This design comes from an exercise in tuning for small area on the open sky130 flow, not from production work. Function was checked by simulation only, so behaviour that the tests miss may differ from the original. The flow treats the clock pin as an ideal source, which a real chip does not have. Power and IR drop assume default switching activity.

[design.v]
module pokey_advanced (
    input clk,               
    input enable_179mhz,     
    input reset_n,           
    input [3:0] addr,
    input [7:0] din,
    input we,
    output reg audio_pwm
);
    reg [7:0] naudf0, naudf1, naudf2, naudf3;    
    reg [3:0] vol0, vol1, vol2, vol3;
    reg [1:0] dist0, dist1, dist2, dist3;    
    reg       use_15khz, link_34, link_12, fast3, fast1;
    wire [7:0] wd  = din & {8{reset_n}};
    wire [7:0] wdn = ~wd;
    wire [8:0] sel;
    assign sel[0] = ~reset_n | (we & addr == 4'd0);
    assign sel[1] = ~reset_n | (we & addr == 4'd1);
    assign sel[2] = ~reset_n | (we & addr == 4'd2);
    assign sel[3] = ~reset_n | (we & addr == 4'd3);
    assign sel[4] = ~reset_n | (we & addr == 4'd4);
    assign sel[5] = ~reset_n | (we & addr == 4'd5);
    assign sel[6] = ~reset_n | (we & addr == 4'd6);
    assign sel[7] = ~reset_n | (we & addr == 4'd7);
    assign sel[8] = ~reset_n | (we & addr == 4'd8);
    always @(posedge clk) begin
        if (sel[0]) naudf0 <= wdn;
        if (sel[1]) {dist0, vol0} <= {wd[7], wd[5], wd[3:0]};
        if (sel[2]) naudf1 <= wdn;
        if (sel[3]) {dist1, vol1} <= {wd[7], wd[5], wd[3:0]};
        if (sel[4]) naudf2 <= wdn;
        if (sel[5]) {dist2, vol2} <= {wd[7], wd[5], wd[3:0]};
        if (sel[6]) naudf3 <= wdn;
        if (sel[7]) {dist3, vol3} <= {wd[7], wd[5], wd[3:0]};
        if (sel[8]) {fast1, fast3, link_12, link_34, use_15khz} <= {wd[6], wd[5], wd[4], wd[3], wd[0]};
    end
    reg       pb;
    reg [3:0] pa;    
    reg [5:0] pc;    
    reg       en_d;  
    always @(posedge clk) begin
        en_d <= enable_179mhz & reset_n;
        if (!reset_n) begin
            pb <= 1'b0;
            pa <= 4'd0;
            pc <= 6'd0;
        end else if (enable_179mhz) begin
            pb <= ~pb;
            if (pb) begin
                pa <= (pa == 4'd13) ? 4'd0 : pa + 4'd1;
                pc <= (pc == 6'd56) ? 6'd0 : pc + 6'd1;
            end
        end
    end
    wire tick_64khz = en_d & ~pb & (pa == 4'd0);
    wire tick_15khz = en_d & ~pb & (pc == 6'd0);
    reg [4:0]  poly5;
    reg [16:0] poly17;
    always @(posedge clk) begin
        if (!reset_n) begin
            poly5  <= 5'b10101;
            poly17 <= 17'b10101010101010101;
        end else if (enable_179mhz) begin
            poly5  <= {poly5[3:0],  ~(poly5[4] ^ poly5[2])};
            poly17 <= {poly17[15:0], ~(poly17[16] ^ poly17[4])};
        end
    end
    wire p5 = poly5[4];
    wire p17 = poly17[16];
    wire base_tick = use_15khz ? tick_15khz : tick_64khz;
    wire t0 = fast1 ? enable_179mhz : base_tick;
    wire t1 = base_tick & ~link_12;
    wire t2 = fast3 ? enable_179mhz : base_tick;
    wire t3 = base_tick & ~link_34;
    reg [15:0] nc0, nc2;
    reg [7:0]  nc1, nc3;
    reg [3:0]  chan_out;
    wire [16:0] b0, b2;
    wire [8:0]  b1, b3;
    assign b0[0] = t0;
    assign b1[0] = t1;
    assign b2[0] = t2;
    assign b3[0] = t3;
    genvar g;
    generate
        for (g = 0; g < 16; g = g + 1) begin : bw
            assign b0[g+1] = b0[g] & nc0[g];
            assign b2[g+1] = b2[g] & nc2[g];
        end
        for (g = 0; g < 8; g = g + 1) begin : bn
            assign b1[g+1] = b1[g] & nc1[g];
            assign b3[g+1] = b3[g] & nc3[g];
        end
    endgenerate
    wire ld0 = b0[16];
    wire ld1 = b1[8];
    wire ld2 = b2[16];
    wire ld3 = b3[8];
    wire [15:0] nload0 = {naudf1 | {8{~link_12}}, naudf0};
    wire [15:0] nload2 = {naudf3 | {8{~link_34}}, naudf2};
    always @(posedge clk) begin
        nc0 <= (nc0 ^ b0[15:0]) | (nload0 & {16{ld0}}) | {16{~reset_n}};
        nc1 <= (nc1 ^ b1[7:0])  | (naudf1 & {8{ld1}})  | {8{~reset_n}};
        nc2 <= (nc2 ^ b2[15:0]) | (nload2 & {16{ld2}}) | {16{~reset_n}};
        nc3 <= (nc3 ^ b3[7:0])  | (naudf3 & {8{ld3}})  | {8{~reset_n}};
    end
    function nxt(input [1:0] d, input o, input a17, input a5);
        nxt = (d == 2'b11) ? ~o : ((d[0] | a17) & (d[1] | a5));
    endfunction
    always @(posedge clk) begin
        if (!reset_n) chan_out <= 4'd0;
        else begin
            if (ld0) chan_out[0] <= nxt(dist0, chan_out[0], p17, p5);
            if (ld1) chan_out[1] <= nxt(dist1, chan_out[1], p17, p5);
            if (ld2) chan_out[2] <= nxt(dist2, chan_out[2], p17, p5);
            if (ld3) chan_out[3] <= nxt(dist3, chan_out[3], p17, p5);
        end
    end
    wire [3:0] a = ~(vol0 & {4{chan_out[0]}});
    wire [3:0] b = ~(vol1 & {4{chan_out[1]}});
    wire [3:0] d = ~(vol2 & {4{chan_out[2]}});
    wire [3:0] e = ~(vol3 & {4{chan_out[3]}});
    reg  [5:0] p;    
    function [1:0] fa(input x, input y, input z);    
        fa = {(x & y) | (x & z) | (y & z), x ^ y ^ z};
    endfunction
    function maj(input x, input y, input z);
        maj = (x & y) | (x & z) | (y & z);
    endfunction
    wire [1:0] f00 = fa(a[0], b[0], d[0]);
    wire       c01 = maj(f00[0], e[0], p[0]);
    wire [1:0] f10 = fa(a[1], b[1], d[1]);
    wire [1:0] f11 = fa(e[1], p[1], f00[1]);
    wire       c12 = maj(f10[0], f11[0], c01);
    wire [1:0] f20 = fa(a[2], b[2], d[2]);
    wire [1:0] f21 = fa(e[2], p[2], f10[1]);
    wire [1:0] f22 = fa(f20[0], f21[0], f11[1]);
    wire       c23 = f22[0] | c12;                   
    wire [1:0] f30 = fa(a[3], b[3], d[3]);
    wire [1:0] f31 = fa(e[3], p[3], f20[1]);
    wire [1:0] f32 = fa(f21[1], f22[1], c23);
    wire       c33 = maj(f30[0], f31[0], f32[0]);
    wire [1:0] f40 = fa(p[4], f30[1], f31[1]);
    wire       c41 = maj(f40[0], f32[1], c33);
    wire       c50 = maj(p[5], f40[1], c41);
    always @(posedge clk) begin
        if (!reset_n) begin
            p <= 6'd0;
            audio_pwm <= 1'b0;
        end else begin
            p <= p + 6'd1;
            audio_pwm <= ~c50;
        end
    end
endmodule
[flow/resyn.tcl]
# Re-map the combinational cells of the standard synthesis for area.
# The flip-flops stay the same instances (names and cell types).
yosys -import
set lib $::env(RESYN_LIB)
read_liberty -ignore_miss_func $lib
read_verilog $::env(RESYN_IN)
hierarchy -top pokey_advanced
# keep every sequential cell as it is
set seq [list]
foreach m [split [string trim [tee -q -s result.string select -list-mod =sky130_fd_sc_hd__*]] "\n"] {
  if {[regexp {__(df|edf|sdf|dl|sedf)} $m]} { lappend seq $m }
}
foreach m $seq { blackbox $m }
flatten
hierarchy -top pokey_advanced
set dont_use [list]
foreach c {sky130_fd_sc_hd__probe_p_8 sky130_fd_sc_hd__probec_p_8 sky130_fd_sc_hd__lpflow_*} {
  lappend dont_use -dont_use $c
}
opt -purge
abc -liberty $lib -script $::env(RESYN_ABC) {*}$dont_use
read_liberty -lib -ignore_redef $lib
opt_clean -purge
setundef -zero
splitnets
opt_clean -purge
hilomap -singleton -hicell sky130_fd_sc_hd__conb_1 HI -locell sky130_fd_sc_hd__conb_1 LO
insbuf -buf sky130_fd_sc_hd__buf_4 A X
yosys rename -hide w:*.*
opt_clean -purge
tee -o resyn_stat.txt stat -liberty $lib
check -assert
write_verilog -noattr -nohex -nodec $::env(RESYN_OUT)
[standard.sh]
#!/bin/bash
# synth_recipe.tcl (not shown) runs the flow's synth.tcl, then flattens the netlist and writes it again
# the make line also repeats each setting of config.mk as NAME=value (left out here)
make -C /OpenROAD-flow-scripts/flow DESIGN_CONFIG=/design/flow/config.mk WORK_HOME=/design/flow/orfs CLKGATE_MAP_FILE= SYNTH_SCRIPT=/design/flow/synth_recipe.tcl "${@:-finish}"
[config.mk]
export PLATFORM = sky130hd
export DESIGN_NAME = pokey_advanced
export DESIGN_NICKNAME = pokey_advanced
export VERILOG_FILES = /design/flow/design.v
export SDC_FILE = /design/flow/constraint.sdc
export NUM_CORES = 4
export LEC_CHECK = 0
export ABC_AREA = 1
export CAP_MARGIN = 20
export CORE_MARGIN = 2
export CORE_UTILIZATION = 40
export SLEW_MARGIN = 20
[flow/area.abc]
strash
dch -f
amap
topo
[flow/run.sh]
#!/bin/bash
# Standard ORFS synthesis, then the combinational logic between the
# registers re-mapped by ABC for area (registers kept as they are), then the
# standard ORFS layout with smaller clock-tree buffers, no dummy clock loads,
# and the smallest buffer on each port.
set -euo pipefail
export CTS_ARGS="-sink_clustering_enable -repair_clock_nets -dont_use_dummy_load $(cat flow/cts_args.txt)"
export BUFFER_PORTS_ARGS="-buffer_cell sky130_fd_sc_hd__buf_1"
R=orfs/results/$FLOW_PLATFORM/pokey_advanced/base
bash standard.sh synth > synth_make.log 2>&1
cp $R/1_2_yosys.v $R/1_2_yosys_std.v
export RESYN_IN=$R/1_2_yosys_std.v RESYN_OUT=$R/1_2_yosys.v
export RESYN_LIB=$FLOW_HOME/platforms/sky130hd/lib/sky130_fd_sc_hd__tt_025C_1v80.lib
export RESYN_ABC=$PWD/flow/area.abc
yosys -c flow/resyn.tcl > resyn.log 2>&1
rm -f $R/1_synth.odb $R/1_synth.sdc
bash standard.sh > flow_make.log 2>&1
[constraint.sdc]
create_clock -name core_clock -period 6.0 [get_ports {clk}]
set_input_delay 1.2000 -clock core_clock [delete_from_list [all_inputs] [get_ports {clk}]]
set_output_delay 1.2000 -clock core_clock [all_outputs]
set_load 0.01 [all_outputs]
[flow/cts_args.txt]
-buf_list {sky130_fd_sc_hd__clkbuf_4} -sink_clustering_size 8
==> results.ini, run 1 <==
[run_status]
status=no timing/DRC/antenna violations

[sta]
setup_tns_ps=0
period_share_pct=66.7
hold_viol_final=0
slew_viol_final=0
worst_pin_slew_ps=798
rsz0062_at_grt=no
fmax_ghz=0.250
clock_skew_ps=39.5
hold_slack_ps=446
finalCriticalPeriod_ps=4000
setup_viol=0
slew_headroom_pct=46.6

[worst_setup_path]
critPathLaunchType=flip-flop
path_class=reg2reg
cp_data_required_time_ps=6460
endpoint_kind=flip-flop
critPathArrivalTime_ps=4460
path_max_fanout=10

[grt]
grt_pass1_vias=4287
track_usage_pct=16.7
grt-ovfl-total=0
antenna_found_initial=1
grt_max_degree=52
grt_pass1_wl_um=20800

[clocking]
holdBufCountCts=0
clkLatencyLatePin_ps=540
cts-root-buf=clkbuf_4
cts_setup_buffers=0
numClockSinks=154
cts_tree=done
cts_buffer_depth=2
cts-buffers-inserted=17
cts-htree-levels=4
clk_pin_slew_ps=110
cts_resized=0

[floorplanning]
ios=17
start_util_pct=40.8
rows=44
core_um2=14500
die-area_um2=15800
dieWidth_um=126
die_h_um=126

[detailed_routing]
wirelength_um=12400
ant_nets=0
via_per_inst=5.36
drt-initial-drc-count=279
drc=0
wl_per_cell_um=15.1
drt_first_pass_iters=5
num_vias=4385

[pwr]
p_int_mw=1.45
total_power_mw=2.00
power_frac_clock_pct=21.5
seq_power_share_pct=63.6
p_sw_share_pct=27.5
power_density_nw_per_um2=315
ir_worst_vdd_mv=0.145
pwr-share-comb_pct=14.9
switching_power_mw=0.550
p_leak_nw=2.32

[final_layout]
layout-drive-gt1-share_pct=3.32
final_area_um2=6350
fin_nets=651
stdcell_count=818
area_growth_pct=7.52

[job]
drv_cap=0

[place]
hpwl_um=8520
placed_area_um2=6220
io_buffers=16
placed_cells=800
gp_congestion=0.791

[logic_synthesis]
synth.avg_cell_area_um2=9.89
synth_nets=613
ys_warn_count=1
synthCells=597
netlist_area_um2=5910

[min_path]
hold_class=reg2reg

## layer usage
metal / share of wire, % / track usage [%] / vias up
met5: 0 / 0 / -
met4: 2.4 / 7.58 / 0
met3: 3.4 / 3.59 / 22
met2: 48 / 27.8 / 81
met1: 46 / 20.9 / 2056
li1: - / - / 2226
## cell usage in the layout, fill, tap and decap left out
cell and n:
a31oi_1 4, o221ai_1 14, nor4_1 1, o22ai_1 8, o2111ai_1 1, a21oi_1 43, nor2_1 109, diode_2 1
a32o_1 8, buf_4 3, nor3_1 7, o22a_1 8, clkbuf_4 17, and3_1 36, o211a_1 1, or3_1 1
edfxtp_1 61, nand2_1 62, a41oi_1 1, o21ai_1 7, o221a_1 1, a22oi_1 3, clkinv_1 34, buf_1 15
nand3_1 4, and2_0 11, dfxtp_1 93, nor2b_1 2, a211oi_1 8, o211ai_1 2, o21ai_0 67, clkbuf_2 1
## cell type report
cell class / instances / area [µm²]
antenna: 1 / 2.50
clock buffer: 17 / 128
fill: 1379 / 8130
inverter: 34 / 128
multi-input combinational: 409 / 2090
sequential: 154 / 3690
tap: 184 / 230
timing repair buffer: 19 / 83.8
## worst paths after layout
| kind | startpoint | to | slack [ps] | cells after the start |
|---|---|---|---|---|
| setup / recovery | use_15khz | nc2[2] | 2000 | 17 |
| hold / removal | poly5[3] | poly5[4] | 450 | 2 |
| setup reg to reg | use_15khz | nc2[2] | 2000 | 17 |
| hold reg to reg | poly5[3] | poly5[4] | 450 | 2 |
## registers in the layout (all words and copies together) (netlist names), 5 cells and up
name / cells
naudf0: 8
naudf1: 8
naudf2: 8
naudf3: 8
nc0: 16
nc1: 8
nc2: 16
nc3: 8
p: 6
pc: 6
poly17: 17
poly5: 5
## power by group through the flow
stage	Sequential, mW	Clock, mW	Combinational, mW
2_1_floorplan	1.27	0	0.227
3_3_place_gp	1.29	0	0.288
3_5_place_dp	1.30	0	0.300
4_1_cts	1.27	0.446	0.301
5_1_grt	1.29	0.483	0.345
6_report	1.27	0.429	0.299
## critical path, stage by stage (launching register included)
cell and delay, ps:
edfxtp_1 420, nor4_1 270, a41oi_1 70, nor2_1 530, nor2_1 100, a21oi_1 220, and2_0 210, and3_1 210
and3_1 200, and3_1 210, and3_1 210, and3_1 200, and3_1 220, and3_1 210, nand2_1 220, clkinv_1 240
a21oi_1 100, o21ai_0 100
## stage by stage
step | setup slack [ps] | util [%]
floorplan | 2290 | -
CTS | 1990 | 43.8
global route | 1480 | 43.9
finish | 2000 | 43.9
global placement | 1710 | 43.0
detailed placement | 1560 | 43.0
==> run 2, diff against run 1 <==
==> flow/cts_args.txt (replaced) <==
-buf_list {sky130_fd_sc_hd__clkbuf_4} -sink_buffer_max_cap_derate 0.5
==> results.ini, run 2 <==
[detailed_routing]
num_vias=4385  ; unchanged
drc=0  ; unchanged
drt_first_pass_iters=5  ; unchanged
drt-initial-drc-count=279  ; unchanged
via_per_inst=5.36  ; unchanged
wirelength_um=12400  ; unchanged
ant_nets=0  ; unchanged
wl_per_cell_um=15.1  ; unchanged

[place]
hpwl_um=8520  ; unchanged
placed_cells=800  ; unchanged
placed_area_um2=6220  ; unchanged
io_buffers=16  ; unchanged
gp_congestion=0.791  ; unchanged

[sta]
finalCriticalPeriod_ps=4000  ; unchanged
hold_viol_final=0  ; unchanged
period_share_pct=66.7  ; unchanged
setup_tns_ps=0  ; unchanged
worst_pin_slew_ps=798  ; unchanged
slew_headroom_pct=46.6  ; unchanged
setup_viol=0  ; unchanged
fmax_ghz=0.250  ; unchanged
rsz0062_at_grt=no
clock_skew_ps=39.5  ; unchanged
slew_viol_final=0  ; unchanged
hold_slack_ps=446  ; unchanged

[final_layout]
stdcell_count=818  ; unchanged
final_area_um2=6350  ; unchanged
layout_common_cells=nor2_1 (109), dfxtp_1 (93), o21ai_0 (67), nand2_1 (62), edfxtp_1 (61)
mostFrequentLayoutCell=nor2_1
final_util_pct=43.9  ; unchanged
fin_nets=651  ; unchanged
layout-drive-gt1-share_pct=3.32  ; unchanged
largest_register_ffs=17  ; unchanged
area_growth_pct=7.52  ; unchanged
largest-register=poly17
top_regs=poly17 (17), nc0 (16), nc2 (16)

[floorplanning]
dieWidth_um=126  ; unchanged
rows=44  ; unchanged
start_util_pct=40.8  ; unchanged
core_um2=14500  ; unchanged
die-area_um2=15800  ; unchanged
die_h_um=126  ; unchanged
ios=17  ; unchanged

[worst_setup_path]
path_max_fanout=10  ; unchanged
cpPeakStageDelay_ps=530  ; about the same
r2r_slack_ps=2000  ; about the same
endpoint_kind=flip-flop
critPathLaunchType=flip-flop
crit_slowest_cell=nor2_1
crit_path_frequent_cell=and3_1
critPathArrivalTime_ps=4460  ; about the same
path_class=reg2reg
crit_chain=nor4_1, a41oi_1, nor2_1, nor2_1, a21oi_1, and2_0, and3_1, and3_1, and3_1, and3_1, and3_1, and3_1, and3_1, nand2_1, clkinv_1, a21oi_1, o21ai_0
cp.buffers_inverters=1  ; unchanged
critPathTopFamily=simple AND/OR/NAND/NOR gates
cp_data_required_time_ps=6460  ; about the same

[min_path]
hold_class=reg2reg

[clocking]
cts_resized=0  ; unchanged
cts_tree=done
holdBufCountCts=0  ; unchanged
cts-htree-levels=4  ; unchanged
numClockSinks=154  ; unchanged
cts_setup_buffers=0  ; unchanged
clkLatencyLatePin_ps=540  ; about the same
cts-root-buf=clkbuf_4
clk_pin_slew_ps=110  ; about the same
cts_buffer_depth=2  ; unchanged
cts-buffers-inserted=17  ; unchanged

[pwr]
p_leak_nw=2.32  ; unchanged
power_density_nw_per_um2=315  ; unchanged
ir_worst_vdd_mv=0.145  ; unchanged

[logic_synthesis]
synth.avg_cell_area_um2=9.89  ; unchanged
ys_warn_count=1  ; unchanged
synthCells=597  ; unchanged
synth_nets=613  ; unchanged
netlist_area_um2=5910  ; unchanged

[grt]
grt-ovfl-total=0  ; unchanged
antenna_found_initial=1  ; unchanged
grt_pass1_vias=4287  ; unchanged
track_usage_pct=16.7  ; unchanged
grt_pass1_wl_um=20800  ; unchanged
grt_max_degree=52  ; unchanged

[job]
drv_cap=0  ; unchanged

[run_status]
status=no timing/DRC/antenna violations

==> run 2: where the power goes <==
group          switching (mW)  internal, mW
logic                   0.183         0.116
clock network           0.300         0.130
registers              0.0677          1.21
==> run 2: cell type report <==
cell class / count / area [µm²]
timing repair buffer: 19 / 83.8
antenna: 1 / 2.50
sequential: 154 / 3690
clock buffer: 17 / 128
fill: 1379 / 8130
inverter: 34 / 128
tap: 184 / 230
multi-input combinational: 409 / 2090
==> run 2: worst min-delay path: stages (launching register included) <==
cell and delay [ps]:
dfxtp_1 310, clkinv_1 50, a21oi_1 60
==> run 2: path summary, 6_finish.rpt <==
kind,from,to,depth (start not counted)
worst max-delay path,use_15khz,nc2[2],17
worst min-delay path,poly5[3],poly5[4],2
worst max register to register,use_15khz,nc2[2],17
worst min register to register,poly5[3],poly5[4],2
==> run 2: routing by layer <==
layer | track usage [%] | wire (µm) | vias up
li1 | - | - | 2226
met1 | 20.9 | 5710 | 2056
met2 | 27.8 | 5940 | 81
met3 | 3.59 | 421 | 22
met4 | 7.58 | 295 | 0
met5 | 0 | 0 | -
==> run 2: stage by stage <==
| stage | worst slack [ps] | power, mW |
|---|---|---|
| after detailed placement | 1560 | 1.60 |
| final | 2000 | 2.00 |
| after global placement | 1710 | 1.58 |
| after CTS | 1990 | 2.02 |
| after global routing | 1480 | 2.12 |
| after floorplan | 2290 | 1.50 |
==> run 3, diff against run 2 <==
==> flow/cts_args.txt (replaced) <==
-buf_list {sky130_fd_sc_hd__clkbuf_4 sky130_fd_sc_hd__clkbuf_8}
==> results.ini, run 3 <==
[min_path]
hold_class=reg2reg
min_path_cells=1  ; -1

[sta]
setup_tns_ps=0  ; unchanged
clock_skew_ps=28.5  ; -11.0 ps
worst_pin_slew_ps=798  ; -0.835 ps
setup_viol=0  ; unchanged
finalCriticalPeriod_ps=4050  ; +47.5 ps
slew_headroom_pct=46.6  ; +0.056 points
rsz0062_at_grt=no
period_share_pct=67.4  ; +0.79 points
hold_viol_final=0  ; unchanged
fmax_ghz=0.247  ; -1.2%
slew_viol_final=0  ; unchanged

[final_layout]
diodes=0  ; -1
area_growth_pct=9.28
top_regs=poly17 (17), nc0 (16), nc2 (16)
layout_common_cells=nor2_1 (109), dfxtp_1 (93), o21ai_0 (67), nand2_1 (62), edfxtp_1 (61)
largest_register_ffs=17  ; unchanged
mostFrequentLayoutCell=nor2_1
seqCellArea_um2=3690  ; unchanged
layout-drive-gt1-share_pct=3.32  ; unchanged
fillCellCount=1355  ; -1.7%
fin_nets=651  ; unchanged
largest-register=poly17
multi_input_area_um2=2090  ; unchanged

[logic_synthesis]
netlist_area_um2=5910  ; unchanged
ys_warn_count=1  ; unchanged
synthCells=597  ; unchanged
synth.avg_cell_area_um2=9.89  ; unchanged
synth_nets=613  ; unchanged

[pwr]
power_density_nw_per_um2=331  ; +5.2%
p_leak_nw=2.36  ; +1.9%
ir_worst_vdd_mv=0.161  ; +11%
total_power_mw=2.14  ; +6.9%

[clocking]
clkLatencyLatePin_ps=450  ; -90 ps
numClockSinks=154  ; unchanged
clk_pin_slew_ps=70  ; -40 ps
cts-root-buf=clkbuf_8
cts_buffer_depth=2  ; unchanged
cts_resized=0  ; unchanged
cts-htree-levels=4  ; unchanged
cts_tree=done
cts_setup_buffers=0  ; unchanged
cts-buffers-inserted=17  ; unchanged
holdBufCountCts=0  ; unchanged

[floorplanning]
start_util_pct=40.8  ; unchanged
ios=17  ; unchanged
core_um2=14500  ; unchanged
dieWidth_um=126  ; unchanged
die_h_um=126  ; unchanged
rows=44  ; unchanged
die-area_um2=15800  ; unchanged

[detailed_routing]
via_per_inst=5.36  ; about the same
wl_per_cell_um=15.2  ; +0.26%
ant_nets=0  ; unchanged
num_vias=4379  ; -0.14%
drc=0  ; unchanged
drt-initial-drc-count=332  ; +19%
wirelength_um=12400  ; +0.14%
drt_first_pass_iters=4  ; -1

[place]
gp_congestion=0.791  ; unchanged
hpwl_um=8520  ; unchanged
io_buffers=16  ; unchanged

[grt]
grt-ovfl-total=0  ; unchanged
antenna_found_initial=0  ; -1
grt_max_degree=52  ; unchanged
grt_pass1_vias=4262  ; -0.58%
grt_pass1_wl_um=20800  ; +0.26%
track_usage_pct=16.8  ; +0.055 points

[worst_setup_path]
cp-endpoint=nc2[2]
endpoint_kind=flip-flop
r2r-end=nc2[2]
path_max_fanout=14  ; +4
cp_data_required_time_ps=6370  ; -90 ps
startpoint=enable_179mhz
r2r_slack_ps=1990  ; about the same
critPathArrivalTime_ps=4410  ; -50 ps
ff2ff_path_depth=17  ; unchanged
critPathLaunchType=input port
r2r-start=use_15khz
path_class=in2reg

[run_status]
status=no timing/DRC/antenna violations

[job]
drv_cap=0  ; unchanged

-- run 3: final cells by class --
class                      count  share of cell area, %
sequential                   154                   57.2
tap                          184                   3.57
clock buffer                  17                   3.62
inverter                      34                   1.98
timing repair buffer          19                   1.30
multi-input combinational    409                   32.3
-- run 3: critical path, cell delays in order --
cell,delay [ps]
buf_1,160
clkinv_1,380
a21oi_1,340
and2_0,210
and3_1,210
and3_1,200
and3_1,200
and3_1,200
and3_1,200
and3_1,220
and3_1,210
nand2_1,220
clkinv_1,240
a21oi_1,100
o21ai_0,100
-- run 3: per-layer routing --
| metal | routed length (µm) | part of all wire [%] | GRT usage, % | vias up |
|---|---|---|---|---|
| met5 | 0 | 0 | 0 | - |
| met4 | 268 | 2.2 | 6.60 | 0 |
| met3 | 485 | 3.9 | 3.98 | 21 |
| met2 | 5980 | 48 | 28.0 | 79 |
| met1 | 5640 | 46 | 21.0 | 2060 |
| li1 | - | - | - | 2219 |
-- run 3: worst min-delay path by stage --
stage	slack [ps]	startpoint	endpoint
final	440	p[0]	p[0]
after global routing	460	poly5[3]	poly5[4]
after CTS	450	p[0]	p[0]
after detailed placement	430	p[0]	p[0]
after global placement	430	poly5[3]	poly5[4]
after floorplan	410	p[0]	p[0]
-- run 3: stage by stage --
step | worst slack, ps | instance area [µm²] | hold slack (ps) | cells | utilization [%]
2_1_floorplan | 2290 | 5910 | 410 | 597 | -
3_3_place_gp | 1710 | 6220 | 426 | 800 | 43.0
3_5_place_dp | 1560 | 6220 | 433 | 800 | 43.0
4_1_cts | 1990 | 6450 | 446 | 817 | 44.6
5_1_grt | 1500 | 6450 | 464 | 817 | 44.6
6_report | 1950 | 6450 | 444 | 817 | 44.6
-- run 3: where the power goes --
| part | internal, mW | switching [mW] | total [mW] |
|---|---|---|---|
| clock | 0.249 | 0.317 | 0.566 |
| combinational | 0.116 | 0.182 | 0.299 |
| sequential | 1.21 | 0.0674 | 1.27 |
| total | 1.57 | 0.567 | 2.14 |
==> run 4, diff against run 3 <==
--- a/flow/run.sh
+++ b/flow/run.sh
@@ -1,9 +1,12 @@
 #!/bin/bash
 # Standard ORFS synthesis, then the combinational logic between the
-# registers re-mapped by ABC for area (registers kept as they are), then the
-# standard ORFS layout with smaller clock-tree buffers, no dummy clock loads,
-# and the smallest buffer on each port.
+# registers re-mapped by ABC for area (registers and full adders kept as they
+# are), then the standard ORFS layout with clkbuf_4 clock buffers (upsized
+# after CTS where a leaf's slew is high), no dummy clock loads, and the
+# smallest buffer on each port.
 set -euo pipefail
-export CTS_ARGS="-sink_clustering_enable -repair_clock_nets -dont_use_dummy_load $(cat flow/cts_args.txt)"
+export CTS_ARGS="-sink_clustering_enable -repair_clock_nets -dont_use_dummy_load -buf_list {sky130_fd_sc_hd__clkbuf_4}"
+export POST_CTS_TCL=$PWD/flow/post_cts.tcl
+export CLK_LEAF_SLEW=0.105
 export BUFFER_PORTS_ARGS="-buffer_cell sky130_fd_sc_hd__buf_1"
 R=orfs/results/$FLOW_PLATFORM/pokey_advanced/base
==> flow/area.abc (replaced) <==
strash
dch -f
amap
mfs3 -a
topo
==> flow/post_cts.tcl (new file) <==
# Clock-tree touch-up after CTS: a leaf clock buffer whose output slew is high
# gets the next stronger clock buffer, so every flip-flop clock pin stays well
# inside the slew limit.
proc clk_slew {name} { return [get_property [get_pins $name/X] slew_max] }
estimate_parasitics -placement
set changed 0
foreach inst [get_cells clkbuf_*] {
  set name [get_name $inst]
  if {[llength [get_pins -quiet $name/X]] == 0} { continue }
  set s [clk_slew $name]
  if {$s > $::env(CLK_LEAF_SLEW) && [get_property $inst ref_name] == "sky130_fd_sc_hd__clkbuf_4"} {
    puts "clock buffer $name slew $s -> clkbuf_8"
    replace_cell $inst sky130_fd_sc_hd__clkbuf_8
    incr changed
  }
}
if {$changed} {
  detailed_placement
  check_placement -verbose
  estimate_parasitics -placement
}
foreach inst [get_cells clkbuf_*] {
  set name [get_name $inst]
  puts "clock buffer $name [get_property $inst ref_name] slew [clk_slew $name]"
}
--- a/flow/resyn.tcl
+++ b/flow/resyn.tcl
@@ -9,5 +9,5 @@
 set seq [list]
 foreach m [split [string trim [tee -q -s result.string select -list-mod =sky130_fd_sc_hd__*]] "\n"] {
-  if {[regexp {__(df|edf|sdf|dl|sedf)} $m]} { lappend seq $m }
+  if {[regexp {__(df|edf|sdf|dl|sedf|fa_)} $m]} { lappend seq $m }
 }
 foreach m $seq { blackbox $m }
removed: flow/cts_args.txt
==> results.ini, run 4 <==
[place]
gp_congestion=0.793  ; +0.33%
hpwl_um=8210  ; -3.6%
io_buffers=16  ; unchanged

[min_path]
hold_start=naudf2[5]
min_path_cells=2  ; +1
min_to=nc2[5]
hold_class=reg2reg

[sta]
hold_slack_ps=436  ; -8.68 ps
setup_tns_ps=0  ; unchanged
slew_viol_final=0  ; unchanged
worst_pin_slew_ps=1060  ; +265 ps
hold_viol_final=0  ; unchanged
rsz0062_at_grt=no
slew_headroom_pct=28.4  ; -18 points
period_share_pct=69.4  ; +1.9 points
finalCriticalPeriod_ps=4160  ; +115 ps
setup_viol=0  ; unchanged
clock_skew_ps=32.2  ; +3.76 ps
fmax_ghz=0.240  ; -2.8%

[final_layout]
area_growth_pct=8.71
seqCellArea_um2=3690  ; unchanged
fin_nets=609  ; -6.5%
diodes=0  ; unchanged
fillCellCount=1368  ; +0.96%
layout-drive-gt1-share_pct=3.79  ; +0.47 points
mostFrequentLayoutCell=dfxtp_1
multi_input_area_um2=2050  ; -1.6%
largest-register=poly17
layout_common_cells=dfxtp_1 (93), nor2_1 (92), edfxtp_1 (61), o21ai_0 (44), and3_1 (37)
largest_register_ffs=17  ; unchanged
top_regs=poly17 (17), nc0 (16), nc2 (16)

[grt]
antenna_found_initial=0  ; unchanged
grt-ovfl-total=0  ; unchanged
track_usage_pct=16.1  ; -0.63 points
grt_max_degree=50  ; -3.8%
grt_pass1_wl_um=19800  ; -5.1%
grt_pass1_vias=3986  ; -6.5%

[worst_setup_path]
path_max_fanout=10  ; -4
critPathArrivalTime_ps=4510  ; +100 ps
ff2ff_path_depth=18  ; +1
critPathLaunchType=flip-flop
cp_data_required_time_ps=6350  ; -20 ps
path_class=reg2reg
endpoint_kind=flip-flop
r2r-start=pc[0]
r2r_slack_ps=1840  ; -150 ps
r2r-end=nc2[2]

[clocking]
cts_tree=done
clk_pin_slew_ps=100  ; +30 ps
numClockSinks=154  ; unchanged
clkLatencyLatePin_ps=440  ; about the same

[pwr]
p_sw_share_pct=26.8  ; +0.31 points
power_frac_clock_pct=24.7  ; -1.8 points
ir_worst_vdd_mv=0.131  ; -19%
power_density_nw_per_um2=327  ; -1.3%
p_int_mw=1.53  ; -2.8%
switching_power_mw=0.560  ; -1.3%
seq_power_share_pct=61.0  ; +1.4 points
p_leak_nw=2.30  ; -2.5%
total_power_mw=2.09  ; -2.4%
pwr-share-comb_pct=14.3  ; +0.3 points

[floorplanning]
ios=17  ; unchanged
dieWidth_um=125  ; -0.28%
start_util_pct=40.7  ; -0.078 points
core_um2=14400  ; -0.38%
die-area_um2=15700  ; -0.56%
rows=44  ; unchanged
die_h_um=125  ; -0.28%

[logic_synthesis]
synth_nets=570  ; -7.0%
synthCells=544  ; -8.9%
netlist_area_um2=5870  ; -0.57%
synth.avg_cell_area_um2=10.8  ; +9.1%
ys_warn_count=1  ; unchanged

[detailed_routing]
via_per_inst=5.45  ; +1.8%
drt-initial-drc-count=220  ; -34%
num_vias=4173  ; -4.7%
drt_first_pass_iters=4  ; unchanged
drc=0  ; unchanged
wirelength_um=12100  ; -2.1%
ant_nets=0  ; unchanged
wl_per_cell_um=15.8  ; +4.6%

[run_status]
status=no timing/DRC/antenna violations

[job]
drv_cap=0  ; unchanged

==> run 4: worst max-delay path by stage <==
stage	startpoint	to	depth (start not counted)	slack, ps
2_1_floorplan	enable_179mhz	nc0[0]	14	2280
3_3_place_gp	enable_179mhz	nc0[4]	15	1640
3_5_place_dp	enable_179mhz	nc0[7]	15	1550
5_1_grt	pc[0]	nc2[3]	18	1450
6_report	pc[0]	nc2[2]	18	1840
==> run 4: power groups by stage <==
| stage | clock, mW | combinational [mW] | sequential (mW) |
|---|---|---|---|
| global placement | 0 | 0.288 | 1.29 |
| floorplan | 0 | 0.224 | 1.28 |
| finish | 0.515 | 0.299 | 1.27 |
| detailed placement | 0 | 0.299 | 1.30 |
| global route | 0.565 | 0.341 | 1.29 |
==> run 4: layout make-up <==
cell class	count	area share, %
inverter	34	2.00
clock buffer	17	2.98
tap	184	3.61
sequential	154	57.8
timing repair buffer	20	1.43
multi-input combinational	356	32.1
==> run 4: critical path, cell delays in order (launching register included) <==
cell and delay [ps]:
dfxtp_1 320, or2_0 240, nor3_1 180, a32oi_1 130, nor2_1 530, nor2_1 80, a21oi_1 250, and2_0 230
and3_1 220, and3_1 210, and3_1 200, and3_1 200, and3_1 200, and3_1 230, and3_1 210, nand2_1 220
clkinv_1 240, a21oi_1 110, o21ai_0 100
==> run 4: per-layer routing <==
metal / routed length [µm] / global-route usage [%] / up-vias / part of all wire [%]
li1: - / - / 2049 / -
met1: 5630 / 20.3 / 2025 / 46
met3: 374 / 3.89 / 20 / 3.1
met5: 0 / 0 / - / 0
met4: 235 / 7.12 / 0 / 1.9
met2: 5880 / 26.6 / 79 / 49
==> run 4: metrics by stage <==
step | utilization (%) | instances | worst slack (ps) | area, µm²
after global routing | 44.3 | 765 | 1450 | 6380
after detailed placement | 42.9 | 748 | 1550 | 6190
after global placement | 42.9 | 748 | 1640 | 6190
after floorplan | - | 544 | 2280 | 5870
final | 44.3 | 765 | 1840 | 6380
==> run 5, diff against run 4 <==
--- a/flow/run.sh
+++ b/flow/run.sh
@@ -8,5 +8,5 @@
 export CTS_ARGS="-sink_clustering_enable -repair_clock_nets -dont_use_dummy_load -buf_list {sky130_fd_sc_hd__clkbuf_4}"
 export POST_CTS_TCL=$PWD/flow/post_cts.tcl
-export CLK_LEAF_SLEW=0.105
+export CLK_LEAF_SLEW=0.112
 export BUFFER_PORTS_ARGS="-buffer_cell sky130_fd_sc_hd__buf_1"
 R=orfs/results/$FLOW_PLATFORM/pokey_advanced/base
--- a/flow/resyn.tcl
+++ b/flow/resyn.tcl
@@ -6,5 +6,5 @@
 read_verilog $::env(RESYN_IN)
 hierarchy -top pokey_advanced
-# keep every sequential cell as it is
+# keep every sequential cell and full adder as it is
 set seq [list]
 foreach m [split [string trim [tee -q -s result.string select -list-mod =sky130_fd_sc_hd__*]] "\n"] {
==> results.ini, run 5 <==
[logic_synthesis]
netlist_area_um2=5870  ; unchanged
synth_nets=570  ; unchanged
synthCells=544  ; unchanged
ys_warn_count=1  ; unchanged
synth.avg_cell_area_um2=10.8  ; unchanged

[sta]
slew_viol_final=0  ; unchanged
clock_skew_ps=38.1  ; +5.85 ps
setup_viol=0  ; unchanged
hold_viol_final=0  ; unchanged
rsz0062_at_grt=no
slew_headroom_pct=25.0  ; -3.4 points
worst_pin_slew_ps=1110  ; +50.4 ps
fmax_ghz=0.238  ; -1.1%
setup_tns_ps=0  ; unchanged
finalCriticalPeriod_ps=4210  ; +44.4 ps
period_share_pct=70.1  ; +0.74 points

[floorplanning]
dieWidth_um=125  ; unchanged
die-area_um2=15700  ; unchanged
die_h_um=125  ; unchanged
rows=44  ; unchanged
start_util_pct=40.7  ; unchanged
ios=17  ; unchanged
core_um2=14400  ; unchanged

[final_layout]
final_util_pct=44.1  ; -0.17 points
final_area_um2=6360  ; -0.39%
area_growth_pct=8.29
largest-register=poly17
layout_common_cells=dfxtp_1 (93), nor2_1 (92), edfxtp_1 (61), o21ai_0 (44), and3_1 (37)
largest_register_ffs=17  ; unchanged
fin_nets=609  ; unchanged
diodes=0  ; unchanged
mostFrequentLayoutCell=dfxtp_1
top_regs=poly17 (17), nc0 (16), nc2 (16)
fillCellCount=1370  ; +0.15%
layout-drive-gt1-share_pct=3.79  ; unchanged

[place]
io_buffers=16  ; unchanged
placed_area_um2=6190  ; unchanged
gp_congestion=0.793  ; unchanged
hpwl_um=8210  ; unchanged

[clocking]
numClockSinks=154  ; unchanged
cts_tree=done
clkLatencyLatePin_ps=440  ; about the same
clk_pin_slew_ps=100  ; about the same

[worst_setup_path]
path_max_fanout=10  ; unchanged
path_class=reg2reg
cp_data_required_time_ps=6330  ; -20 ps
critPathLaunchType=flip-flop
critPathArrivalTime_ps=4540  ; +30 ps
endpoint_kind=flip-flop

[pwr]
power_density_nw_per_um2=323  ; -1.2%
p_leak_nw=2.29  ; -0.45%
ir_worst_vdd_mv=0.126  ; -3.6%

[grt]
track_usage_pct=16.1  ; -0.037 points
grt-ovfl-total=0  ; unchanged
grt_pass1_vias=3996  ; +0.25%
grt_pass1_wl_um=19700  ; -0.14%
grt_max_degree=50  ; unchanged
antenna_found_initial=0  ; unchanged

[detailed_routing]
num_vias=4131  ; -1.0%
drt-initial-drc-count=234  ; +6.4%
wl_per_cell_um=15.8  ; -0.22%
ant_nets=0  ; unchanged
wirelength_um=12100  ; -0.22%
drc=0  ; unchanged
drt_first_pass_iters=4  ; unchanged
via_per_inst=5.40  ; -1.0%

[min_path]
hold_class=reg2reg

[job]
drv_cap=0  ; unchanged

[run_status]
status=no timing/DRC/antenna violations

## run 5: stage by stage
step	setup slack, ps	total power, mW	cells	hold slack, ps
finish	1790	2.05	765	434
global placement	1640	1.58	748	431
detailed placement	1550	1.59	748	435
global route	1400	2.16	765	445
floorplan	2280	1.50	544	419
## run 5: where the power goes
group | leakage [nW] | internal, mW | switching, mW
Combinational | 0.837 | 0.120 | 0.178
Clock | 0.0937 | 0.174 | 0.308
Sequential | 1.36 | 1.21 | 0.0674
## run 5: layout make-up
class	count	area, µm²	area share (%)
tap	184	230	3.62
inverter	34	128	2.01
timing repair buffer	20	91.3	1.44
multi-input combinational	356	2050	32.3
clock buffer	17	165	2.60
sequential	154	3690	58.1
## run 5: path summary, 6_finish.rpt
path         endpoint  startpoint  slack [ps]  cells after the start
min reg2reg    nc2[5]   naudf2[5]         430                      2
max            nc2[2]       pc[0]        1790                     18
max reg2reg    nc2[2]       pc[0]        1790                     18
min            nc2[5]   naudf2[5]         430                      2
## run 5: layer usage
layer	part of all wire (%)	vias up	track usage [%]
met5	0	-	0
met4	1.9	0	6.93
met3	3.7	18	3.89
met2	48	82	26.6
met1	46	1984	20.3
li1	-	2047	-
## run 5: worst max-delay path, stage by stage, from the launching register on
cell      delay [ps]
dfxtp_1          330
or2_0            240
nor3_1           180
a32oi_1          130
nor2_1           530
nor2_1            80
a21oi_1          250
and2_0           230
and3_1           220
and3_1           210
and3_1           200
and3_1           200
and3_1           200
and3_1           230
and3_1           210
nand2_1          220
clkinv_1         240
a21oi_1          110
o21ai_0          110
==> run 6, diff against run 5 <==
--- a/config.mk
+++ b/config.mk
@@ -7,6 +7,6 @@
 export LEC_CHECK = 0
 export ABC_AREA = 1
-export CAP_MARGIN = 20
+export CAP_MARGIN = 10
 export CORE_MARGIN = 2
-export CORE_UTILIZATION = 40
-export SLEW_MARGIN = 20
+export CORE_UTILIZATION = 55
+export SLEW_MARGIN = 10
==> results.ini, run 6 <==
[worst_setup_path]
critPathLaunchType=flip-flop
cpPeakStageDelay_ps=490  ; -40 ps
r2r_slack_ps=1870  ; +80 ps
path_class=reg2reg
cp_data_required_time_ps=6350  ; +20 ps
ff2ff_path_depth=18  ; unchanged
critPathArrivalTime_ps=4480  ; -60 ps
crit_chain=or2_0, nor3_1, a32oi_1, nor2_1, nor2_1, a21oi_1, and2_0, and3_1, and3_1, and3_1, and3_1, and3_1, and3_1, and3_1, nand2_1, clkinv_1, a21oi_1, o21ai_0
endpoint_kind=flip-flop
path_max_fanout=10  ; unchanged
crit_path_frequent_cell=and3_1
critPathTopFamily=simple AND/OR/NAND/NOR gates
r2r-start=pc[0]
r2r-end=nc0[0]
crit_slowest_cell=nor2_1
cp.buffers_inverters=1  ; unchanged

[final_layout]
top_regs=poly17 (17), nc0 (16), nc2 (16)
fin_nets=612  ; +0.49%
largest_register_ffs=17  ; unchanged
layout_common_cells=dfxtp_1 (93), nor2_1 (92), edfxtp_1 (61), o21ai_0 (48), and3_1 (37)
largest-register=poly17
area_growth_pct=7.35
multi_input_area_um2=2050  ; unchanged
layout-drive-gt1-share_pct=4.28  ; +0.49 points
diodes=0  ; unchanged
fillCellCount=880  ; -36%
seqCellArea_um2=3690  ; unchanged
mostFrequentLayoutCell=dfxtp_1
final_area_um2=6300  ; -0.87%

[grt]
antenna_found_initial=0  ; unchanged
grt_max_degree=51  ; +2.0%
track_usage_pct=21.8  ; +5.7 points
grt_pass1_wl_um=18900  ; -4.4%
grt_pass1_vias=3946  ; -1.3%
grt-ovfl-total=0  ; unchanged

[min_path]
min_to=poly17[12]
hold_start=poly17[11]
min_path_cells=1  ; -1
hold_class=reg2reg

[place]
placed_area_um2=6150  ; -0.77%
io_buffers=16  ; unchanged
place_ws_ps=1480  ; -67.1 ps
hpwl_um=7890  ; -3.9%
gp_congestion=0.804  ; +1.3%

[sta]
hold_viol_final=0  ; unchanged
finalWorstSetupSlack_ps=1870  ; +77.2 ps
finalCriticalPeriod_ps=4130  ; -77.2 ps
clock_skew_ps=36.0  ; -2.06 ps
period_share_pct=68.8  ; -1.3 points
setup_viol=0  ; unchanged
slew_viol_final=0  ; unchanged
setup_tns_ps=0  ; unchanged
rsz0062_at_grt=no
worst_pin_slew_ps=1310  ; +197 ps
slew_headroom_pct=11.8  ; -13 points
fmax_ghz=0.242  ; +1.9%

[logic_synthesis]
synthCells=544  ; unchanged
ys_warn_count=1  ; unchanged
netlist_area_um2=5870  ; unchanged
synth_nets=570  ; unchanged
synth.avg_cell_area_um2=10.8  ; unchanged

[detailed_routing]
wirelength_um=11500  ; -4.7%
drt-initial-drc-count=220  ; -6.0%
ant_nets=0  ; unchanged
via_per_inst=5.73  ; +6.1%
wl_per_cell_um=16.0  ; +1.2%
drc=0  ; unchanged
num_vias=4125  ; -0.15%
drt_first_pass_iters=4  ; unchanged

[pwr]
seq_power_share_pct=62.8  ; +0.8 points
power_frac_clock_pct=22.4  ; -1.0 points
ir_worst_vdd_mv=0.234  ; +86%
power_density_nw_per_um2=321  ; -0.48%
p_int_mw=1.49  ; -0.85%
p_sw_share_pct=26.6  ; -0.37 points
p_leak_nw=2.30  ; +0.35%
switching_power_mw=0.539  ; -2.7%
pwr-share-comb_pct=14.7  ; +0.2 points

[floorplanning]
die_h_um=107  ; -14%
dieWidth_um=107  ; -14%
start_util_pct=56.9  ; +16 points
die-area_um2=11500  ; -26%
core_um2=10300  ; -28%
ios=17  ; unchanged
rows=37  ; -16%

[clocking]
clkLatencyLatePin_ps=420  ; -20 ps
clk_pin_slew_ps=100  ; about the same
numClockSinks=154  ; unchanged
cts_tree=done

[run_status]
status=no timing/DRC/antenna violations

[job]
drv_cap=0  ; unchanged

-- run 6: per-layer routing --
layer  vias up  wire length (µm)  share of wire [%]  global-route usage [%]
li1       2053                 -                  -                       -
met1      1973              5460                 47                    28.9
met2        86              5410                 47                    34.7
met3        13               512                4.4                    6.11
met4         0               130                1.1                    7.69
met5         -                 0                  0                       0
-- run 6: cell type report --
| class | instances | area share [%] |
|---|---|---|
| Timing Repair Buffer | 23 | 1.73 |
| Tap cell | 136 | 2.70 |
| Clock buffer | 17 | 2.42 |
| Sequential cell | 154 | 58.6 |
| Inverter | 34 | 2.02 |
| Multi-Input combinational cell | 356 | 32.5 |
-- run 6: per-stage QoR --
stage               total power, mW  instances  util, %  hold WS (ps)
finish                         2.03        720     61.1           444
global route                   2.13        720     61.1           451
detailed placement             1.59        702     59.5           439
global placement               1.58        701     59.5           430
floorplan                      1.50        544        -           419
-- run 6: power groups by stage --
stage | sequential (mW) | combinational (mW) | clock (mW)
floorplan | 1.28 | 0.224 | 0
finish | 1.27 | 0.298 | 0.455
detailed placement | 1.29 | 0.298 | 0
global placement | 1.29 | 0.288 | 0
global route | 1.29 | 0.340 | 0.506
-- run 6: worst max path at each step --
| stage | from | end | cells after the start |
|---|---|---|---|
| after floorplan | enable_179mhz | nc0[0] | 14 |
| after global placement | enable_179mhz | nc0[5] | 15 |
| after detailed placement | enable_179mhz | nc0[0] | 15 |
| after global routing | pc[0] | nc0[3] | 18 |
| final | pc[0] | nc0[0] | 18 |
-- run 6: worst reg2reg max path, delay by kind of cell (launching register included) --
kind,cells,cell delay [ps]
buf+inv,1,260
compound gates,4,580
flops,1,330
simple gates,13,2890
==> run 7, diff against run 6 <==
--- a/flow/run.sh
+++ b/flow/run.sh
@@ -8,5 +8,5 @@
 export CTS_ARGS="-sink_clustering_enable -repair_clock_nets -dont_use_dummy_load -buf_list {sky130_fd_sc_hd__clkbuf_4}"
 export POST_CTS_TCL=$PWD/flow/post_cts.tcl
-export CLK_LEAF_SLEW=0.112
+export CLK_LEAF_SLEW=0.105
 export BUFFER_PORTS_ARGS="-buffer_cell sky130_fd_sc_hd__buf_1"
 R=orfs/results/$FLOW_PLATFORM/pokey_advanced/base
--- a/config.mk
+++ b/config.mk
@@ -7,6 +7,6 @@
 export LEC_CHECK = 0
 export ABC_AREA = 1
-export CAP_MARGIN = 10
+export CAP_MARGIN = 20
 export CORE_MARGIN = 2
-export CORE_UTILIZATION = 55
-export SLEW_MARGIN = 10
+export CORE_UTILIZATION = 40
+export SLEW_MARGIN = 20
==> results.ini, run 7 <==
[final_layout]
area_growth_pct=8.71
top_regs=poly17 (17), nc0 (16), nc2 (16)
diodes=0  ; unchanged
final_util_pct=44.3  ; -17 points
layout_common_cells=dfxtp_1 (93), nor2_1 (92), edfxtp_1 (61), o21ai_0 (44), and3_1 (37)
largest_register_ffs=17  ; unchanged
layout-drive-gt1-share_pct=3.79  ; -0.49 points
mostFrequentLayoutCell=dfxtp_1
fin_nets=609  ; -0.49%
largest-register=poly17

[sta]
finalCriticalPeriod_ps=4160  ; +32.8 ps
slew_headroom_pct=28.4  ; +17 points
setup_tns_ps=0  ; unchanged
clock_skew_ps=32.2  ; -3.78 ps
slew_viol_final=0  ; unchanged
fmax_ghz=0.240  ; -0.79%
rsz0062_at_grt=no
hold_viol_final=0  ; unchanged
worst_pin_slew_ps=1060  ; -247 ps
period_share_pct=69.4  ; +0.55 points
setup_viol=0  ; unchanged

[detailed_routing]
drc=0  ; unchanged
drt_first_pass_iters=4  ; unchanged
ant_nets=0  ; unchanged
wl_per_cell_um=15.8  ; -0.97%
drt-initial-drc-count=220  ; unchanged
num_vias=4173  ; +1.2%
via_per_inst=5.45  ; -4.8%
wirelength_um=12100  ; +5.2%

[worst_setup_path]
path_max_fanout=10  ; unchanged
endpoint_kind=flip-flop
cp_data_required_time_ps=6350  ; about the same
r2r-start=pc[0]
critPathArrivalTime_ps=4510  ; +30 ps
critPathLaunchType=flip-flop
path_class=reg2reg
startpoint=pc[0]

[floorplanning]
rows=44  ; +19%
ios=17  ; unchanged
core_um2=14400  ; +40%
die_h_um=125  ; +17%
die-area_um2=15700  ; +36%
start_util_pct=40.7  ; -16 points
dieWidth_um=125  ; +17%

[place]
io_buffers=16  ; unchanged
gp_congestion=0.793  ; -1.3%
hpwl_um=8210  ; +4.1%

[logic_synthesis]
synth_nets=570  ; unchanged
ys_warn_count=1  ; unchanged
synth.avg_cell_area_um2=10.8  ; unchanged
netlist_area_um2=5870  ; unchanged
synthCells=544  ; unchanged

[job]
drv_cap=0  ; unchanged

[grt]
antenna_found_initial=0  ; unchanged
grt-ovfl-total=0  ; unchanged
track_usage_pct=16.1  ; -5.7 points
grt_max_degree=50  ; -2.0%
grt_pass1_vias=3986  ; +1.0%
grt_pass1_wl_um=19800  ; +4.7%

[clocking]
clk_pin_slew_ps=100  ; about the same
numClockSinks=154  ; unchanged
clkLatencyLatePin_ps=440  ; +20 ps
cts_tree=done

[pwr]
p_leak_nw=2.30  ; +0.11%
ir_worst_vdd_mv=0.131  ; -44%
power_density_nw_per_um2=327  ; +1.8%

[min_path]
hold_start=naudf2[5]
hold_class=reg2reg

[run_status]
status=no timing/DRC/antenna violations

-- run 7: area by class of cell --
cell class | count | area [µm²]
clock buffers | 17 | 190
fillers | 1368 | 8040
inverters | 34 | 128
multi-input cells | 356 | 2050
flip-flops and latches | 154 | 3690
well taps | 184 | 230
repair buffers | 20 | 91.3
-- run 7: worst max-delay path: stages, from the launching register on --
cell,delay (ps)
dfxtp_1,320
or2_0,240
nor3_1,180
a32oi_1,130
nor2_1,530
nor2_1,80
a21oi_1,250
and2_0,230
and3_1,220
and3_1,210
and3_1,200
and3_1,200
and3_1,200
and3_1,230
and3_1,210
nand2_1,220
clkinv_1,240
a21oi_1,110
o21ai_0,100
-- run 7: path summary, 6_finish.rpt --
path | cells past startpoint | endpoint | slack [ps]
worst min-delay path | 2 | nc2[5] | 440
worst max-delay path | 18 | nc2[2] | 1840
worst max register to register | 18 | nc2[2] | 1840
worst min register to register | 2 | nc2[5] | 440
-- run 7: power breakdown --
part | switching, mW | leakage, nW | internal (mW)
sequential | 0.0674 | 1.36 | 1.21
clock | 0.313 | 0.104 | 0.202
combinational | 0.179 | 0.837 | 0.120
-- run 7: per-stage QoR --
| step | std cells | instance area [µm²] | hold WS, ps | setup WS, ps | power, mW |
|---|---|---|---|---|---|
| after floorplan | 544 | 5870 | 419 | 2280 | 1.50 |
| after global placement | 748 | 6190 | 431 | 1640 | 1.58 |
| after detailed placement | 748 | 6190 | 435 | 1550 | 1.59 |
| after global routing | 765 | 6380 | 445 | 1450 | 2.19 |
| final | 765 | 6380 | 436 | 1840 | 2.09 |
-- run 7: per-layer routing --
layer	part of all wire [%]	wire [µm]	vias to the layer above	GRT usage [%]
met5	0	0	-	0
met4	1.9	235	0	7.12
met3	3.1	374	20	3.89
met2	49	5880	79	26.6
met1	46	5630	2025	20.3
li1	-	-	2049	-
==> run 8, diff against run 7 <==
--- a/flow/run.sh
+++ b/flow/run.sh
@@ -6,7 +6,7 @@
 # smallest buffer on each port.
 set -euo pipefail
-export CTS_ARGS="-sink_clustering_enable -repair_clock_nets -dont_use_dummy_load -buf_list {sky130_fd_sc_hd__clkbuf_4}"
+export CTS_ARGS="-repair_clock_nets -dont_use_dummy_load -buf_list {sky130_fd_sc_hd__clkbuf_8}"
 export POST_CTS_TCL=$PWD/flow/post_cts.tcl
-export CLK_LEAF_SLEW=0.105
+export CLK_LEAF_SLEW=0.112
 export BUFFER_PORTS_ARGS="-buffer_cell sky130_fd_sc_hd__buf_1"
 R=orfs/results/$FLOW_PLATFORM/pokey_advanced/base
==> results.ini, run 8 <==
[final_layout]
area_growth_pct=9.46
fin_nets=609  ; unchanged
fillCellCount=1358  ; -0.73%
layout-drive-gt1-share_pct=3.79  ; unchanged
layout_common_cells=dfxtp_1 (93), nor2_1 (92), edfxtp_1 (61), o21ai_0 (44), and3_1 (37)
mostFrequentLayoutCell=dfxtp_1
multi_input_area_um2=2050  ; unchanged
stdcell_count=765  ; unchanged
largest-register=poly17
top_regs=poly17 (17), nc0 (16), nc2 (16)
largest_register_ffs=17  ; unchanged
diodes=0  ; unchanged
seqCellArea_um2=3690  ; unchanged

[worst_setup_path]
ff2ff_path_depth=18  ; unchanged
crit_slowest_cell=nor2_1
crit_chain=or2_0, nor3_1, a32oi_1, nor2_1, nor2_1, a21oi_1, and2_0, and3_1, and3_1, and3_1, and3_1, and3_1, and3_1, and3_1, nand2_1, clkinv_1, a21oi_1, o21ai_0
path_class=reg2reg
critPathArrivalTime_ps=4490  ; -20 ps
critPathLaunchType=flip-flop
crit_path_frequent_cell=and3_1
cpPeakStageDelay_ps=510  ; -20 ps
r2r_slack_ps=1870  ; +30 ps
r2r-start=pc[0]
path_max_fanout=10  ; unchanged
endpoint_kind=flip-flop
cp_data_required_time_ps=6360  ; about the same
r2r-end=nc0[1]

[sta]
finalCriticalPeriod_ps=4130  ; -26.9 ps
rsz0062_at_grt=no
slew_viol_final=0  ; unchanged
worst_pin_slew_ps=1130  ; +64.3 ps
period_share_pct=68.9  ; -0.45 points
clock_skew_ps=17.2  ; -15.0 ps
fmax_ghz=0.242  ; +0.65%
hold_viol_final=0  ; unchanged
setup_viol=0  ; unchanged
hold_slack_ps=443  ; +6.95 ps
slew_headroom_pct=24.1  ; -4.3 points
setup_tns_ps=0  ; unchanged

[floorplanning]
ios=17  ; unchanged
dieWidth_um=125  ; unchanged
core_um2=14400  ; unchanged
rows=44  ; unchanged
die_h_um=125  ; unchanged
die-area_um2=15700  ; unchanged
start_util_pct=40.7  ; unchanged

[pwr]
ir_worst_vdd_mv=0.141  ; +8.0%
p_leak_nw=2.32  ; +0.79%
total_power_mw=2.15  ; +2.9%
power_density_nw_per_um2=334  ; +2.2%

[place]
placed_cells=748  ; unchanged
io_buffers=16  ; unchanged
hpwl_um=8210  ; unchanged
gp_congestion=0.793  ; unchanged

[clocking]
cts_tree=done
clkLatencyLatePin_ps=440  ; about the same
numClockSinks=154  ; unchanged
clk_pin_slew_ps=70  ; -30 ps

[grt]
grt_pass1_vias=3987  ; +0.025%
antenna_found_initial=0  ; unchanged
track_usage_pct=16.1  ; -0.018 points
grt_pass1_wl_um=19700  ; -0.11%
grt_max_degree=50  ; unchanged
grt-ovfl-total=0  ; unchanged

[min_path]
hold_class=reg2reg
min_to=poly5[4]
hold_start=poly5[3]
min_path_cells=2  ; unchanged

[detailed_routing]
via_per_inst=5.46  ; +0.12%
num_vias=4178  ; +0.12%
ant_nets=0  ; unchanged
drt-initial-drc-count=261  ; +19%
wirelength_um=12100  ; about the same
drc=0  ; unchanged
wl_per_cell_um=15.8  ; about the same
drt_first_pass_iters=4  ; unchanged

[logic_synthesis]
ys_warn_count=1  ; unchanged
synth.avg_cell_area_um2=10.8  ; unchanged
synth_nets=570  ; unchanged
netlist_area_um2=5870  ; unchanged
synthCells=544  ; unchanged

[run_status]
status=no timing/DRC/antenna violations

[job]
drv_cap=0  ; unchanged

[run 8: area by class of cell]
cell class,count,share of cell area [%]
timing repair buffer,20,1.42
tap,184,3.58
clock buffer,17,3.64
inverter,34,1.99
multi-input combinational,356,31.9
sequential,154,57.5
[run 8: how the worst max path moves through the flow]
stage	depth (start not counted)	slack, ps	startpoint	endpoint
after floorplan	14	2280	enable_179mhz	nc0[0]
after global placement	15	1640	enable_179mhz	nc0[4]
after detailed placement	15	1550	enable_179mhz	nc0[7]
after global routing	18	1460	pc[0]	nc0[1]
final	18	1870	pc[0]	nc0[1]
[run 8: stage by stage]
step / cell area (µm²) / utilization, % / worst slack, ps
detailed placement: 6190 / 42.9 / 1550
finish: 6430 / 44.6 / 1870
global placement: 6190 / 42.9 / 1640
floorplan: 5870 / - / 2280
global route: 6430 / 44.6 / 1460
[run 8: worst max-delay path, delay by kind of cell, from the launching register on]
family,cells,cell delay (ps)
and+or+nand+nor,13,2930
DFF,1,320
AOI/OAI and AO/OA,4,530
buffers and inverters,1,250
[run 8: routing by layer]
metal	part of all wire (%)	wire [µm]	up-vias	GRT usage, %
li1	-	-	2049	-
met1	46	5610	2021	20.4
met2	48	5800	89	26.4
met3	3.7	449	19	3.89
met4	2.1	253	0	6.93
met5	0	0	-	0
[run 8: report_power, final]
group	total [mW]	leakage (nW)	switching [mW]	internal (mW)
combinational	0.298	0.837	0.178	0.120
sequential	1.28	1.36	0.0677	1.21
clock	0.574	0.122	0.324	0.250
total	2.15	2.32	0.570	1.58
==> run 9, diff against run 8 <==
--- a/flow/run.sh
+++ b/flow/run.sh
@@ -6,5 +6,5 @@
 # smallest buffer on each port.
 set -euo pipefail
-export CTS_ARGS="-repair_clock_nets -dont_use_dummy_load -buf_list {sky130_fd_sc_hd__clkbuf_8}"
+export CTS_ARGS="-sink_clustering_enable -repair_clock_nets -dont_use_dummy_load -buf_list {sky130_fd_sc_hd__clkbuf_8} -sink_clustering_size 30 -sink_clustering_max_diameter 200 -sink_clustering_levels 1"
 export POST_CTS_TCL=$PWD/flow/post_cts.tcl
 export CLK_LEAF_SLEW=0.112
==> results.ini, run 9 <==
[logic_synthesis]
ys_warn_count=1  ; unchanged
synth.avg_cell_area_um2=10.8  ; unchanged
netlist_area_um2=5870  ; unchanged
synthCells=544  ; unchanged
synth_nets=570  ; unchanged

[worst_setup_path]
r2r_slack_ps=1870  ; about the same
critPathArrivalTime_ps=4490  ; about the same
path_max_fanout=10  ; unchanged
crit_chain=or2_0, nor3_1, a32oi_1, nor2_1, nor2_1, a21oi_1, and2_0, and3_1, and3_1, and3_1, and3_1, and3_1, and3_1, and3_1, nand2_1, clkinv_1, a21oi_1, o21ai_0
cp_data_required_time_ps=6360  ; about the same
crit_slowest_cell=nor2_1
crit_path_frequent_cell=and3_1
critPathLaunchType=flip-flop
r2r-end=nc0[1]
r2r-start=pc[0]
ff2ff_path_depth=18  ; unchanged
path_class=reg2reg
cpPeakStageDelay_ps=510  ; about the same
endpoint_kind=flip-flop

[place]
gp_congestion=0.793  ; unchanged
placed_area_um2=6190  ; unchanged
io_buffers=16  ; unchanged
hpwl_um=8210  ; unchanged

[grt]
grt_max_degree=50  ; unchanged
grt-ovfl-total=0  ; unchanged
grt_pass1_wl_um=19700  ; unchanged
grt_pass1_vias=3987  ; unchanged
antenna_found_initial=0  ; unchanged
track_usage_pct=16.1  ; unchanged

[final_layout]
multi_input_area_um2=2050  ; unchanged
fin_nets=609  ; unchanged
fillCellCount=1358  ; unchanged
largest-register=poly17
largest_register_ffs=17  ; unchanged
layout-drive-gt1-share_pct=3.79  ; unchanged
seqCellArea_um2=3690  ; unchanged
layout_common_cells=dfxtp_1 (93), nor2_1 (92), edfxtp_1 (61), o21ai_0 (44), and3_1 (37)
top_regs=poly17 (17), nc0 (16), nc2 (16)
area_growth_pct=9.46  ; unchanged
mostFrequentLayoutCell=dfxtp_1
diodes=0  ; unchanged
final_area_um2=6430  ; unchanged

[detailed_routing]
wl_met3_um=449  ; unchanged
drt-initial-drc-count=261  ; unchanged
highest_layer=met4
ant_nets=0  ; unchanged
wl_met1_um=5610  ; unchanged
drc=0  ; unchanged
wl_met2_um=5800  ; unchanged
drt_first_pass_iters=4  ; unchanged
wirelength_um=12100  ; unchanged
via_per_inst=5.46  ; unchanged
wl_per_cell_um=15.8  ; unchanged
num_vias=4178  ; unchanged

[floorplanning]
start_util_pct=40.7  ; unchanged
core_um2=14400  ; unchanged
die-area_um2=15700  ; unchanged
ios=17  ; unchanged
rows=44  ; unchanged
die_h_um=125  ; unchanged
dieWidth_um=125  ; unchanged

[clocking]
clk_pin_slew_ps=70  ; about the same
numClockSinks=154  ; unchanged
clkLatencyLatePin_ps=440  ; about the same
cts_tree=done

[sta]
rsz0062_at_grt=no
setup_tns_ps=0  ; unchanged
worst_pin_slew_ps=1130  ; unchanged
slew_headroom_pct=24.1  ; unchanged
slew_viol_final=0  ; unchanged
setup_viol=0  ; unchanged
clock_skew_ps=17.2  ; unchanged
finalCriticalPeriod_ps=4130  ; unchanged
hold_viol_final=0  ; unchanged
period_share_pct=68.9  ; unchanged
fmax_ghz=0.242  ; unchanged

[pwr]
p_leak_nw=2.32  ; unchanged
ir_worst_vdd_mv=0.141  ; unchanged
power_density_nw_per_um2=334  ; unchanged
total_power_mw=2.15  ; unchanged

[run_status]
status=no timing/DRC/antenna violations

[min_path]
hold_class=reg2reg
min_to=poly5[4]
hold_start=poly5[3]
min_path_cells=2  ; unchanged

[job]
drv_cap=0  ; unchanged

[run 9: how the worst max path moves through the flow]
stage	startpoint	to	depth (start not counted)
finish	pc[0]	nc0[1]	18
global route	pc[0]	nc0[1]	18
global placement	enable_179mhz	nc0[4]	15
detailed placement	enable_179mhz	nc0[7]	15
floorplan	enable_179mhz	nc0[0]	14
[run 9: worst max-delay path, delay by kind of cell, from the launching register on]
kind                   cells  cell delay, ps
AO/OA/AOI/OAI              4             530
buffers and inverters      1             250
flip-flops                 1             320
AND/OR/NAND/NOR           13            2930
[run 9: cell type report]
| type | instances | share of cell area, % |
|---|---|---|
| Timing Repair Buffer | 20 | 1.42 |
| Multi-Input combinational cell | 356 | 31.9 |
| Inverter | 34 | 1.99 |
| Sequential cell | 154 | 57.5 |
| Tap cell | 184 | 3.58 |
| Clock buffer | 17 | 3.64 |
[run 9: power by group]
group	leakage [nW]	total (mW)	internal [mW]	switching (mW)
Sequential	1.36	1.28	1.21	0.0677
Combinational	0.837	0.298	0.120	0.178
Clock	0.122	0.574	0.250	0.324
Total	2.32	2.15	1.58	0.570
[run 9: metrics by stage]
stage               utilization (%)  instances  hold WS (ps)  setup WS [ps]
floorplan                         -        544           419           2280
global placement               42.9        748           431           1640
detailed placement             42.9        748           435           1550
global route                   44.6        765           467           1460
finish                         44.6        765           443           1870
[run 9: metal layers]
| metal | up-vias | global-route usage, % |
|---|---|---|
| met2 | 89 | 26.4 |
| met4 | 0 | 6.93 |
| met5 | - | 0 |
| li1 | 2049 | - |
| met1 | 2021 | 20.4 |
| met3 | 19 | 3.89 |

[separate check: timing with driven ports]
The results above use ideal ports. As a check the final layouts listed here were re-extracted and re-timed, cells and wires unchanged.
Step 1: set_driving_cell puts a clkbuf_16 on clk and a buf_2 on each other input, an assumption about the parent block.
Step 2 also shifts input and output timing later by t, the mid clock arrival at the registers, as if the neighbouring blocks saw the same clock.
a / b / c = no drivers / after step 1 / after step 2; a / b = the first two.
run	t (ns)	setup slack, ns	slew at the worst register clock pin (ns)	worst data-port slew with drivers (ns)
run 1	0.556	2.001 / 2.001 / 1.539	0.12 / 0.12	0.03
run 2	0.556	2.001 / 2.001 / 1.539	0.12 / 0.12	0.03
run 3	0.474	1.953 / 1.967 / 1.493	0.08 / 0.08	0.03
run 4	0.465	1.838 / 1.838 / 1.486	0.10 / 0.10	0.03
run 5	0.460	1.794 / 1.794 / 1.465	0.11 / 0.11	0.03
run 6	0.440	1.871 / 1.871 / 1.456	0.11 / 0.11	0.04
run 7	0.465	1.838 / 1.838 / 1.486	0.10 / 0.10	0.03
run 8	0.469	1.865 / 1.865 / 1.507	0.08 / 0.08	0.03
run 9	0.469	1.865 / 1.865 / 1.507	0.08 / 0.08	0.03
After both steps every run listed still meets setup and hold.
